This is an optimization exercise on Yosys and OpenROAD, whose aim is small area and a short achievable clock period, not a production implementation.
The RTL was checked by simulation tests, not by an equivalence proof against the original design.

## before
==> flow/design.v (excerpt) <==
module ENIGMA(
	clk,
	rst_n,
	in_valid,
	in_valid_2,
	crypt_mode,
	code_in,
	out_code,
	out_valid
);
Size: about 4400 cells after synthesis, roughly 890 flip-flops, about 43000 um2 of cells after synthesis.
==> module ENIGMA, before the edit <==
module ENIGMA(
	clk,
	rst_n,
	in_valid,
	in_valid_2,
	crypt_mode,
	code_in,
	out_code,
	out_valid
);
input clk;
input rst_n;
input in_valid;
input in_valid_2;
input crypt_mode;
input [5:0] code_in;
output reg out_valid;
output reg [5:0] out_code;
integer i, g, k;
function [2:0] grp_src;
	input [2:0] ty;
	input [2:0] p;
	begin
		case (ty)
			3'd1: grp_src = p ^ 3'd1;
			3'd2: grp_src = p ^ 3'd2;
			3'd3: grp_src = (p == 3'd0 || p == 3'd7) ? p : (p <= 3'd3 ? p + 3'd3 : p - 3'd3);
			3'd4: grp_src = p ^ 3'd4;
			3'd5: grp_src = (p == 3'd3 || p == 3'd4) ? p : (p <= 3'd2 ? p + 3'd5 : p - 3'd5);
			3'd6: case (p)
					3'd0: grp_src = 3'd6; 3'd1: grp_src = 3'd7; 3'd2: grp_src = 3'd3; 3'd3: grp_src = 3'd2;
					3'd4: grp_src = 3'd5; 3'd5: grp_src = 3'd4; 3'd6: grp_src = 3'd0; default: grp_src = 3'd1;
				  endcase
			3'd7: grp_src = 3'd7 - p;
			default: grp_src = p;
		endcase
	end
endfunction
reg iv, iv2;
reg cm;
reg [5:0] code;
always @(posedge clk or negedge rst_n) begin
	if (!rst_n) begin
		iv  <= 1'b0;
		iv2 <= 1'b0;
	end else begin
		iv  <= in_valid;
		iv2 <= in_valid_2;
	end
end
always @(posedge clk) begin
	cm   <= crypt_mode;
	code <= code_in;
end
reg [6:0] cnt;
reg mode;
always @(posedge clk or negedge rst_n) begin
	if (!rst_n) cnt <= 7'd0;
	else if (iv) cnt <= cnt + 7'd1;
	else cnt <= 7'd0;
end
always @(posedge clk or negedge rst_n) begin
	if (!rst_n) mode <= 1'b0;
	else if (iv && cnt == 7'd0) mode <= cm;
end
reg [5:0] ra [0:63];         
reg [5:0] rb [0:63];         
wire loadA = iv & ~cnt[6];
always @(posedge clk) begin
	for (i = 0; i < 63; i = i + 1)
		ra[i] <= ra[i + 1];
	ra[63] <= loadA ? code : ra[0];
end
always @(posedge clk) begin
	for (g = 0; g < 8; g = g + 1) begin
		for (k = 0; k < 7; k = k + 1)
			rb[8 * g + k] <= rb[8 * g + k + 1];
		rb[8 * g + 7] <= (iv && cnt[6] && cnt[5:3] == g) ? code : rb[8 * g];
	end
end
reg [5:0] ro_lag;
reg [1:0] sh_r;
reg [2:0] pt [0:7];          
reg [2:0] qt [0:7];          
wire [5:0] ro_off = ro_lag + 6'd1 + {4'd0, sh_r};
reg v1;
always @(posedge clk or negedge rst_n) begin
	if (!rst_n) v1 <= 1'b0;
	else v1 <= iv2;
end
wire [5:0] w = code - ro_off;
wire [3:0] wb = w[5:2];
wire [3:0] wb1 = w[5:2] - 4'd1;
reg [5:0] win [0:7];         
reg [5:0] cand [0:3];        
always @(*) begin
	for (k = 0; k < 4; k = k + 1) begin
		win[4 + k] = ra[{wb, k[1:0]}];
		win[k]     = ra[{wb1, k[1:0]}];
	end
end
always @(posedge clk) begin
	for (k = 0; k < 4; k = k + 1)
		cand[k] <= win[{1'b1, w[1:0]} - k];
end
wire [5:0] s2 = cand[sh_r];
reg [5:0] bg [0:7];
always @(*) begin
	for (k = 0; k < 8; k = k + 1)
		bg[k] = rb[{s2[5:3], k[2:0]}];
end
reg [2:0] bs [0:3];
always @(*) begin
	for (k = 0; k < 4; k = k + 1)
		bs[k] = pt[cand[k][2:0]];
end
wire [2:0] bslot = bs[sh_r];
wire [5:0] s3 = bg[bslot];
wire [5:0] s4 = ~s3;
wire [63:0] hit;
genvar gi;
generate for (gi = 0; gi < 64; gi = gi + 1) begin : cam_b
	assign hit[gi] = (rb[gi] == s4);
end endgenerate
reg [7:0] hit_slot;
reg [7:0] hit_grp;
reg [2:0] s5lo;
always @(*) begin
	for (k = 0; k < 8; k = k + 1) begin
		hit_slot[k] = hit[k] | hit[8 + k] | hit[16 + k] | hit[24 + k] |
		              hit[32 + k] | hit[40 + k] | hit[48 + k] | hit[56 + k];
		hit_grp[k]  = |hit[8 * k +: 8];
	end
	s5lo = 3'd0;
	for (k = 0; k < 8; k = k + 1)
		s5lo = s5lo | ({3{hit_slot[k]}} & qt[k]);
end
wire [2:0] s5hi = {hit_grp[4] | hit_grp[5] | hit_grp[6] | hit_grp[7],
                   hit_grp[2] | hit_grp[3] | hit_grp[6] | hit_grp[7],
                   hit_grp[1] | hit_grp[3] | hit_grp[5] | hit_grp[7]};
wire [5:0] s5 = {s5hi, s5lo};
wire [1:0] sh = mode ? s5[1:0] : s2[1:0];
wire [2:0] ty = mode ? s4[2:0] : s3[2:0];
always @(posedge clk) begin
	if (iv) begin
		ro_lag <= 6'd63;
		sh_r   <= 2'd0;
		for (k = 0; k < 8; k = k + 1) begin
			pt[k] <= k;
			qt[k] <= k;
		end
	end else begin
		ro_lag <= ro_off;
		sh_r   <= v1 ? sh : 2'd0;
		for (k = 0; k < 8; k = k + 1) begin
			pt[k] <= (v1 ? pt[grp_src(ty, k)] : pt[k]) - 3'd1;
			qt[k] <= v1 ? grp_src(ty, qt[(k + 1) % 8]) : qt[(k + 1) % 8];
		end
	end
end
reg v2;
reg [5:0] s5_r;
reg [5:0] off_r;
always @(posedge clk or negedge rst_n) begin
	if (!rst_n) v2 <= 1'b0;
	else v2 <= v1;
end
always @(posedge clk) begin
	s5_r  <= s5;
	off_r <= ro_off + 6'd1;
end
reg [5:0] hitA;
always @(*) begin
	hitA = 6'd0;
	for (k = 0; k < 64; k = k + 1)
		if (ra[k] == s5_r) hitA = hitA | k;
end
wire [5:0] s6 = hitA + off_r;
always @(posedge clk or negedge rst_n) begin
	if (!rst_n) begin
		out_valid <= 1'b0;
		out_code  <= 6'd0;
	end else begin
		out_valid <= v2;
		out_code  <= v2 ? s6 : 6'd0;
	end
end
endmodule
clock: 15.0 ns
lec_check: 0
cap_margin: 20
core_margin: 2
core_utilization: 25
place_density: 0.4
slew_margin: 20
tns_end_percent: 5
standard.sh (not shown) runs the stock make flow with config.mk's settings and CLKGATE_MAP_FILE= SYNTH_SCRIPT=/design/flow/synth_recipe.tcl, a recipe that flattens the netlist after the stock synthesis.
==> flow/flow/run.sh <==
#!/bin/bash
set -euo pipefail
bash standard.sh finish SETUP_SLACK_MARGIN=10 > make_finish.log 2>&1
The inputs of after differ from those of before as listed below.
--- a/flow/design.v
+++ b/flow/design.v
@@ -80,7 +80,8 @@
 end
 reg [5:0] ro_lag;
-reg [1:0] sh_r;
+reg [3:0] shh;
 reg [2:0] pt [0:7];          
 reg [2:0] qt [0:7];          
+wire [1:0] sh_r = {shh[2] | shh[3], shh[1] | shh[3]};
 wire [5:0] ro_off = ro_lag + 6'd1 + {4'd0, sh_r};
 reg v1;
@@ -104,5 +105,19 @@
 		cand[k] <= win[{1'b1, w[1:0]} - k];
 end
-wire [5:0] s2 = cand[sh_r];
+reg [5:0] s2;
+reg [2:0] bslot;
+reg [3:0] s2lo;              
+integer c;
+always @(*) begin
+	s2 = 6'd0;
+	bslot = 3'd0;
+	s2lo = 4'd0;
+	for (c = 0; c < 4; c = c + 1) begin
+		s2 = s2 | ({6{shh[c]}} & cand[c]);
+		bslot = bslot | ({3{shh[c]}} & pt[cand[c][2:0]]);
+		for (k = 0; k < 4; k = k + 1)
+			s2lo[k] = s2lo[k] | (shh[c] & (cand[c][1:0] == k));
+	end
+end
 reg [5:0] bg [0:7];
 always @(*) begin
@@ -110,10 +125,4 @@
 		bg[k] = rb[{s2[5:3], k[2:0]}];
 end
-reg [2:0] bs [0:3];
-always @(*) begin
-	for (k = 0; k < 4; k = k + 1)
-		bs[k] = pt[cand[k][2:0]];
-end
-wire [2:0] bslot = bs[sh_r];
 wire [5:0] s3 = bg[bslot];
 wire [5:0] s4 = ~s3;
@@ -126,4 +135,5 @@
 reg [7:0] hit_grp;
 reg [2:0] s5lo;
+reg [3:0] s5q;               
 always @(*) begin
 	for (k = 0; k < 8; k = k + 1) begin
@@ -133,6 +143,10 @@
 	end
 	s5lo = 3'd0;
-	for (k = 0; k < 8; k = k + 1)
+	s5q = 4'd0;
+	for (k = 0; k < 8; k = k + 1) begin
 		s5lo = s5lo | ({3{hit_slot[k]}} & qt[k]);
+		for (c = 0; c < 4; c = c + 1)
+			s5q[c] = s5q[c] | (hit_slot[k] & (qt[k][1:0] == c));
+	end
 end
 wire [2:0] s5hi = {hit_grp[4] | hit_grp[5] | hit_grp[6] | hit_grp[7],
@@ -140,10 +154,15 @@
                    hit_grp[1] | hit_grp[3] | hit_grp[5] | hit_grp[7]};
 wire [5:0] s5 = {s5hi, s5lo};
-wire [1:0] sh = mode ? s5[1:0] : s2[1:0];
-wire [2:0] ty = mode ? s4[2:0] : s3[2:0];
+wire [3:0] shn = mode ? s5q : s2lo;
+wire [2:0] ty = s3[2:0] ^ {3{mode}};
+reg [2:0] ptd [0:7];
+always @(*) begin
+	for (k = 0; k < 8; k = k + 1)
+		ptd[k] = pt[k] - 3'd1;
+end
 always @(posedge clk) begin
 	if (iv) begin
 		ro_lag <= 6'd63;
-		sh_r   <= 2'd0;
+		shh    <= 4'b0001;
 		for (k = 0; k < 8; k = k + 1) begin
 			pt[k] <= k;
@@ -152,7 +171,7 @@
 	end else begin
 		ro_lag <= ro_off;
-		sh_r   <= v1 ? sh : 2'd0;
+		shh    <= v1 ? shn : 4'b0001;
 		for (k = 0; k < 8; k = k + 1) begin
-			pt[k] <= (v1 ? pt[grp_src(ty, k)] : pt[k]) - 3'd1;
+			pt[k] <= v1 ? ptd[grp_src(ty, k)] : ptd[k];
 			qt[k] <= v1 ? grp_src(ty, qt[(k + 1) % 8]) : qt[(k + 1) % 8];
 		end
Results
Where first-iteration DRC count is concerned, before is better than after. Of the two candidates, before has the better total standard cell area after synthesis and after the worse one. Measured against each other, before and after differ in share of the synthesized netlist area taken by xor and xnor gates, the higher figure coming from before. The final area in after sits 2000 um2 above the value recorded for before. Relative to before, the share of final layout cell area taken by clock buffers and inverters of after is lower by 0.27 points. For unique cell type count in the Yosys netlist, dividing the value from before by the value from after gives 0.840. Achievable clock frequency is lower on before.

[afterwards: timing with drivers on the ports]
How much do the figures lean on ideal ports? The routed layouts below were timed once more, with nothing changed but the port constraints. Step 1 (the two cells are an assumption about what drives the block):
set clk [get_ports {clk}]
set_driving_cell -lib_cell sky130_fd_sc_hd__clkbuf_16 $clk
set_driving_cell -lib_cell sky130_fd_sc_hd__buf_2 [delete_from_list [all_inputs] $clk]
Step 2 also shifts input and output timing later by t, the mid clock arrival at the registers, as if the neighbouring blocks saw the same clock. a / b / c = ideal / step 1 / step 2; a / b = the first two.
run | shift t [ns] | slack for setup (ns) | pins driven straight from the clock port
before | 0.803 | 9.581 / 9.581 / 9.581 | 1
after | 0.824 | 9.900 / 9.900 / 9.900 | 1
After both steps setup and hold are still met in every run listed.
